This design comes from an exercise in tuning for small area on the open sky130 flow, not from production work. Function was checked by simulation only, so behaviour that the tests miss may differ from the original. Power and IR drop assume default switching activity.

before:
==> flow/design.v <==
module codec_fsm #(
	parameter OVERSAMPLE 	= 250,
	parameter DATA_WIDTH 	= 32,
	parameter CHANNELS		= 2
)(
	input	wire 						xclk_i,
	input	wire						reset_n,
	input	wire	signed	[ 31:0 ] 	right_i,
	input	wire	signed	[ 31:0 ] 	left_i,
	output	wire	signed	[ 31:0 ]	right_o,
	output	wire	signed	[ 31:0 ]	left_o,
	output	wire						ready_o,
	output 	wire						bclk_o,
	output 	wire						daclrck_o,
	output	wire						dacdat_o,
	output	wire						adclrck_o,
	input	wire						adcdat_i
);
	reg			half;
	reg [ 6:0 ]	cnt;
	reg			adc_d;				 
	reg [ 63:0 ]	ring;
	reg [ 31:0 ]	adc_left_reg, adc_right_reg;
	reg			load_q, move_q;
	wire rst		= ~reset_n;
	wire		end_half	= ( cnt == 7'd124 );
	wire		half_n		= ~rst & ( half ^ end_half );
	wire [ 6:0 ]	cnt_n		= rst ? 7'd127 : end_half ? 7'd0 : cnt + 1'b1;
	always @( posedge xclk_i ) begin
		adc_d	<= adcdat_i;
		half	<= half_n;
		cnt		<= cnt_n;
	end
	wire load_n		= rst | ( half & ( cnt == 7'd123 ) );
	always @( posedge xclk_i ) begin
		load_q	<= load_n;
		move_q	<= ~load_n;
	end
	wire [ 63:0 ] load_word;
	genvar gb;
	generate for( gb = 0; gb < 32; gb = gb + 1 ) begin : g_load
		assign load_word[ 2*gb+1 ]						= left_i[ gb ];
		assign load_word[ ( 2 - 2*( 31 - gb ) + 64 ) % 64 ]	= right_i[ gb ];
	end endgenerate
	wire ins		= ~load_q & ~cnt[6] & cnt[0];
	wire adc_in		= half ? ~adcdat_i : adc_d;
	always @( posedge xclk_i ) begin
		ring[ 0 ]		<= ~( ( move_q | load_word[ 0 ] ) & ( load_q | ring[ 63 ] ) );
		ring[ 1 ]		<= ~( ( load_q & load_word[ 1 ] ) | ( ~load_q & ( ins ? adc_in : ring[ 0 ] ) ) );
		ring[ 63:2 ]	<= ~( ( {62{move_q}} | load_word[ 63:2 ] ) & ( {62{load_q}} | ring[ 62:1 ] ) );
	end
	wire [ 31:0 ] ring_left, ring_right;
	generate for( gb = 0; gb < 32; gb = gb + 1 ) begin : g_adc
		assign ring_left[ gb ]	= ring[ ( 56 - 2*( 31 - gb ) + 64 ) % 64 ];
		assign ring_right[ gb ]	= ring[ ( 123 - 2*( 31 - gb ) + 64 ) % 64 ];
	end endgenerate
	wire out_load	= reset_n & load_q & half;
	wire out_hold	= rst | move_q;
	always @( posedge xclk_i ) begin
		adc_left_reg	<= ( {32{out_load}} & ring_left ) | ( {32{out_hold}} & adc_left_reg );
		adc_right_reg	<= ( {32{out_load}} & ring_right ) | ( {32{out_hold}} & adc_right_reg );
	end
	wire dac_l		= cnt[0] ? ring[ 0 ] : ~ring[ 63 ];
	wire dac_r		= cnt[0] ? ( ~ring[ 62 ] & ~( cnt == 7'd63 ) ) : ring[ 63 ];
	assign dacdat_o		= ~cnt[6] & ( half ? dac_r : dac_l );
	assign bclk_o		= cnt[0] ^ half;
	assign daclrck_o	= ~half;
	assign adclrck_o	= ~half;
	assign ready_o		= ~half & ( cnt == 7'd0 );
	assign left_o		= adc_left_reg;
	assign right_o		= adc_right_reg;
endmodule
export LEC_CHECK = 0
export CAP_MARGIN = 20
export CORE_MARGIN = 2
export CORE_UTILIZATION = 40
export SLEW_MARGIN = 20
create_clock -name core_clock -period 5.0 [get_ports {xclk_i}]
standard.sh (not shown) runs the stock make flow with config.mk's settings and CLKGATE_MAP_FILE= SYNTH_SCRIPT=/design/flow/synth_recipe.tcl, a recipe that flattens the netlist after the stock synthesis.
==> flow/flow/run.sh <==
#!/bin/bash
# Standard ORFS layout with small port buffers and a clock tree built from
# small clock buffers without dummy balancing loads.
set -euo pipefail
export BUFFER_PORTS_ARGS="-buffer_cell sky130_fd_sc_hd__buf_1"
export CTS_ARGS="-sink_clustering_enable -repair_clock_nets -buf_list {sky130_fd_sc_hd__clkbuf_2 sky130_fd_sc_hd__clkbuf_4} -dont_use_dummy_load"
bash standard.sh > standard.log 2>&1
diff inputs: before => after
==> flow/design.v <==
module codec_fsm #(
	parameter OVERSAMPLE 	= 250,
	parameter DATA_WIDTH 	= 32,
	parameter CHANNELS		= 2
)(
	input	wire 						xclk_i,
	input	wire						reset_n,
	input	wire	signed	[ 31:0 ] 	right_i,
	input	wire	signed	[ 31:0 ] 	left_i,
	output	wire	signed	[ 31:0 ]	right_o,
	output	wire	signed	[ 31:0 ]	left_o,
	output	wire						ready_o,
	output 	wire						bclk_o,
	output 	wire						daclrck_o,
	output	wire						dacdat_o,
	output	wire						adclrck_o,
	input	wire						adcdat_i
);
	reg			half;
	reg [ 6:0 ]	cnt;
	reg			adc_d;				 
	reg [ 63:0 ]	sh;					 
	reg [ 31:0 ]	adc_left_reg, adc_right_reg;
	reg			load_q, hold_q, sh_q, hd_q;
	wire rst		= ~reset_n;
	wire		end_half	= ( cnt == 7'd124 );
	wire		half_n		= ~rst & ( half ^ end_half );
	wire [ 6:0 ]	cnt_n		= rst ? 7'd127 : end_half ? 7'd0 : cnt + 1'b1;
	always @( posedge xclk_i ) begin
		adc_d	<= adcdat_i;
		half	<= half_n;
		cnt		<= cnt_n;
	end
	wire load_n		= rst | ( half & ( cnt == 7'd123 ) );
	wire sh_n		= reset_n & ~cnt[6] & ~cnt[0];
	always @( posedge xclk_i ) begin
		load_q	<= load_n;
		hold_q	<= ~load_n;
		sh_q	<= sh_n;
		hd_q	<= ~load_n & ~sh_n;
	end
	wire adc_in = half ? adcdat_i : adc_d;
	always @( posedge xclk_i ) begin
		sh <= ( {64{load_q}} & { left_i, right_i } ) | ( {64{sh_q}} & { sh[62:0], adc_in } ) | ( {64{hd_q}} & sh );
	end
	wire out_load	= reset_n & load_q & half;
	wire out_hold	= rst | hold_q;
	always @( posedge xclk_i ) begin
		adc_left_reg	<= ( {32{out_load}} & sh[63:32] ) | ( {32{out_hold}} & adc_left_reg );
		adc_right_reg	<= ( {32{out_load}} & sh[31:0] ) | ( {32{out_hold}} & adc_right_reg );
	end
	assign dacdat_o		= ~cnt[6] & ( ( half & cnt[0] ) ? ( sh[62] & ~( cnt == 7'd63 ) ) : sh[63] );
	assign bclk_o		= cnt[0] ^ half;
	assign daclrck_o	= ~half;
	assign adclrck_o	= ~half;
	assign ready_o		= ~half & ( cnt == 7'd0 );
	assign left_o		= adc_left_reg;
	assign right_o		= adc_right_reg;
endmodule
### Flow results
- after | stages: all done | timing, DRC, antenna: all pass
- Setup slack in after is larger than in before.
- after vs. before: sequential power +about 7%, internal power summed over all cells shows an increase of 5.4%, worst hold slack across all endpoints went up by 61 ps, final standard cell area without fillers went up.
- Compared with before, in after detail-routed via count per cell has increased, highest ir drop seen on vdd has decreased, total number of nets in the final design has increased, combinational share of power has increased, post-synthesis share of cell area spent on full adders, half adders and majority gates has increased.


codec_fsm, a different RTL version from the one above (not shown whole).
Size in the first run: about 360 cells after synthesis, ~140 I/O pins.
==> module codec_fsm, before the edit <==
module codec_fsm #(
	parameter OVERSAMPLE 	= 250,
	parameter DATA_WIDTH 	= 32,
	parameter CHANNELS		= 2
)(
	input	wire 						xclk_i,
	input	wire						reset_n,
	input	wire	signed	[ 31:0 ] 	right_i,
	input	wire	signed	[ 31:0 ] 	left_i,
	output	wire	signed	[ 31:0 ]	right_o,
	output	wire	signed	[ 31:0 ]	left_o,
	output	wire						ready_o,
	output 	wire						bclk_o,
	output 	wire						daclrck_o,
	output	wire						dacdat_o,
	output	wire						adclrck_o,
	input	wire						adcdat_i
);
	reg			half;
	reg [ 6:0 ]	cnt;
	reg			adc_d;				 
	reg [ 31:0 ]	sh_left, sh_right;		 
	reg [ 31:0 ]	adc_left_reg, adc_right_reg;
	reg			load_q, sl_q, sr_q, hl_q, hr_q;
	wire rst		= ~reset_n;
	wire		end_half	= ( cnt == 7'd124 );
	wire		half_n		= ~rst & ( half ^ end_half );
	wire [ 6:0 ]	cnt_n		= rst ? 7'd127 : end_half ? 7'd0 : cnt + 1'b1;
	wire start_n	= ( half_n & ( cnt_n == 7'd124 ) ) | ( cnt_n == 7'd127 );
	wire sl_n		= ~half_n & ~cnt_n[6] & cnt_n[0];
	wire sr_n		= half_n & ~cnt_n[0] & ( ~cnt_n[6] | ( cnt_n == 7'd64 ) );
	always @( posedge xclk_i ) begin
		adc_d	<= adcdat_i;
		half	<= half_n;
		cnt		<= cnt_n;
		load_q	<= start_n;
		sl_q	<= sl_n;
		sr_q	<= sr_n;
		hl_q	<= ~start_n & ~sl_n;
		hr_q	<= ~start_n & ~sr_n;
	end
	always @( posedge xclk_i ) begin
		sh_left		<= {32{reset_n}} & ( ( {32{load_q}} & left_i ) | ( {32{sl_q}} & { sh_left[30:0], adc_d } ) | ( {32{hl_q}} & sh_left ) );
		sh_right	<= {32{reset_n}} & ( ( {32{load_q}} & right_i ) | ( {32{sr_q}} & { sh_right[30:0], adc_d } ) | ( {32{hr_q}} & sh_right ) );
	end
	always @( posedge xclk_i ) begin
		if( reset_n & load_q ) begin
			adc_left_reg	<= sh_left;
			adc_right_reg	<= sh_right;
		end
	end
	assign bclk_o		= cnt[0] ^ half;
	assign daclrck_o	= ~half;
	assign adclrck_o	= ~half;
	assign ready_o		= ~half & ( cnt == 7'd0 );
	assign dacdat_o		= half ? ( sh_right[31] & ( cnt < 7'd63 ) ) : ( sh_left[31] & ~cnt[6] );
	assign left_o		= adc_left_reg;
	assign right_o		= adc_right_reg;
endmodule
export LEC_CHECK = 0
export CAP_MARGIN = 20
export CORE_MARGIN = 2
export CORE_UTILIZATION = 40
export SLEW_MARGIN = 20
create_clock -name core_clock -period 5.0 [get_ports {xclk_i}]
Scripts as last shown in full above: flow/flow/run.sh
Then changed:
==> flow/design.v (replaced) <==
module codec_fsm #(
	parameter OVERSAMPLE 	= 250,
	parameter DATA_WIDTH 	= 32,
	parameter CHANNELS		= 2
)(
	input	wire 						xclk_i,
	input	wire						reset_n,
	input	wire	signed	[ 31:0 ] 	right_i,
	input	wire	signed	[ 31:0 ] 	left_i,
	output	wire	signed	[ 31:0 ]	right_o,
	output	wire	signed	[ 31:0 ]	left_o,
	output	wire						ready_o,
	output 	wire						bclk_o,
	output 	wire						daclrck_o,
	output	wire						dacdat_o,
	output	wire						adclrck_o,
	input	wire						adcdat_i
);
	reg			half;
	reg [ 6:0 ]	cnt;
	reg			adc_d;				 
	reg [ 63:0 ]	ring;
	reg [ 31:0 ]	adc_left_reg, adc_right_reg;
	reg			load_q, move_q;
	wire rst		= ~reset_n;
	wire		end_half	= ( cnt == 7'd124 );
	wire		half_n		= ~rst & ( half ^ end_half );
	wire [ 6:0 ]	cnt_n		= rst ? 7'd127 : end_half ? 7'd0 : cnt + 1'b1;
	always @( posedge xclk_i ) begin
		adc_d	<= adcdat_i;
		half	<= half_n;
		cnt		<= cnt_n;
	end
	wire load_n		= rst | ( half & ( cnt == 7'd123 ) );
	always @( posedge xclk_i ) begin
		load_q	<= load_n;
		move_q	<= ~load_n;
	end
	wire [ 63:0 ] load_word;
	genvar gb;
	generate for( gb = 0; gb < 32; gb = gb + 1 ) begin : g_load
		assign load_word[ 2*gb+1 ]						= left_i[ gb ];
		assign load_word[ ( 2 - 2*( 31 - gb ) + 64 ) % 64 ]	= right_i[ gb ];
	end endgenerate
	wire ins		= ~load_q & ~cnt[6] & cnt[0];
	wire adc_in		= half ? ~adcdat_i : adc_d;
	always @( posedge xclk_i ) begin
		ring[ 0 ]		<= ~( ( load_q & load_word[ 0 ] ) | ( move_q & ring[ 63 ] ) );
		ring[ 1 ]		<= ~( ( load_q & load_word[ 1 ] ) | ( ~load_q & ( ins ? adc_in : ring[ 0 ] ) ) );
		ring[ 63:2 ]	<= ~( ( {62{load_q}} & load_word[ 63:2 ] ) | ( {62{move_q}} & ring[ 62:1 ] ) );
	end
	wire [ 31:0 ] ring_left, ring_right;
	generate for( gb = 0; gb < 32; gb = gb + 1 ) begin : g_adc
		assign ring_left[ gb ]	= ring[ ( 56 - 2*( 31 - gb ) + 64 ) % 64 ];
		assign ring_right[ gb ]	= ring[ ( 123 - 2*( 31 - gb ) + 64 ) % 64 ];
	end endgenerate
	wire out_load	= reset_n & load_q & half;
	wire out_hold	= rst | move_q;
	always @( posedge xclk_i ) begin
		adc_left_reg	<= ( {32{out_load}} & ring_left ) | ( {32{out_hold}} & adc_left_reg );
		adc_right_reg	<= ( {32{out_load}} & ring_right ) | ( {32{out_hold}} & adc_right_reg );
	end
	wire dac_l		= cnt[0] ? ring[ 0 ] : ~ring[ 63 ];
	wire dac_r		= cnt[0] ? ( ~ring[ 62 ] & ~( cnt == 7'd63 ) ) : ring[ 63 ];
	assign dacdat_o		= ~cnt[6] & ( half ? dac_r : dac_l );
	assign bclk_o		= cnt[0] ^ half;
	assign daclrck_o	= ~half;
	assign adclrck_o	= ~half;
	assign ready_o		= ~half & ( cnt == 7'd0 );
	assign left_o		= adc_left_reg;
	assign right_o		= adc_right_reg;
endmodule
Outcome:
- The changed run produced a clean layout
- via count went down by a little under a tenth
- total power came out lower by a quarter to a third
- die area decreases by roughly a tenth
- final cell count is lower by a few percent
- worst setup slack got worse by 0.11 ns
- combinational power shrinks by well over a third
- sequential power shrinks by about a fifth
- hold slack degrades by 0.021 ns
- final area drops by roughly a tenth
- wire length decreases by a little under a tenth

-- afterwards: timing with drivers on the ports --
In the flow no input, the clock included, has a driving cell. The finished layouts below were timed again as built, in two steps.
Step 1: set_driving_cell puts a clkbuf_16 on xclk_i and a buf_2 on each other input, an assumption about the parent block.
Step 2 moves the port delays by t, midway between the first and last clock arrival at a register: inputs arrive t later, outputs are due t later. That takes back most of the time a late clock gives input paths.
Three values: no drivers, after step 1, after step 2; two values: the first two.
run	shift t [ns]	slack for setup (ns)	clock arrival spread, ns	worst register clock-pin slew, ns
before	0.499	2.036 / 2.004 / 2.297	0.054 / 0.054	0.12 / 0.12
after	0.524	2.061 / 2.030 / 1.963	0.038 / 0.038	0.11 / 0.11
the first run of note 2	0.510	2.076 / 2.081 / 1.571	0.025 / 0.024	0.11 / 0.11
the second run of note 2	0.532	1.963 / 1.932 / 2.216	0.047 / 0.047	0.12 / 0.12
After both steps setup and hold are still met in every run listed. For the first run of note 2, which loses most, drivers alone change the setup slack by +0.005 ns; drivers and shift together by -0.505 ns.
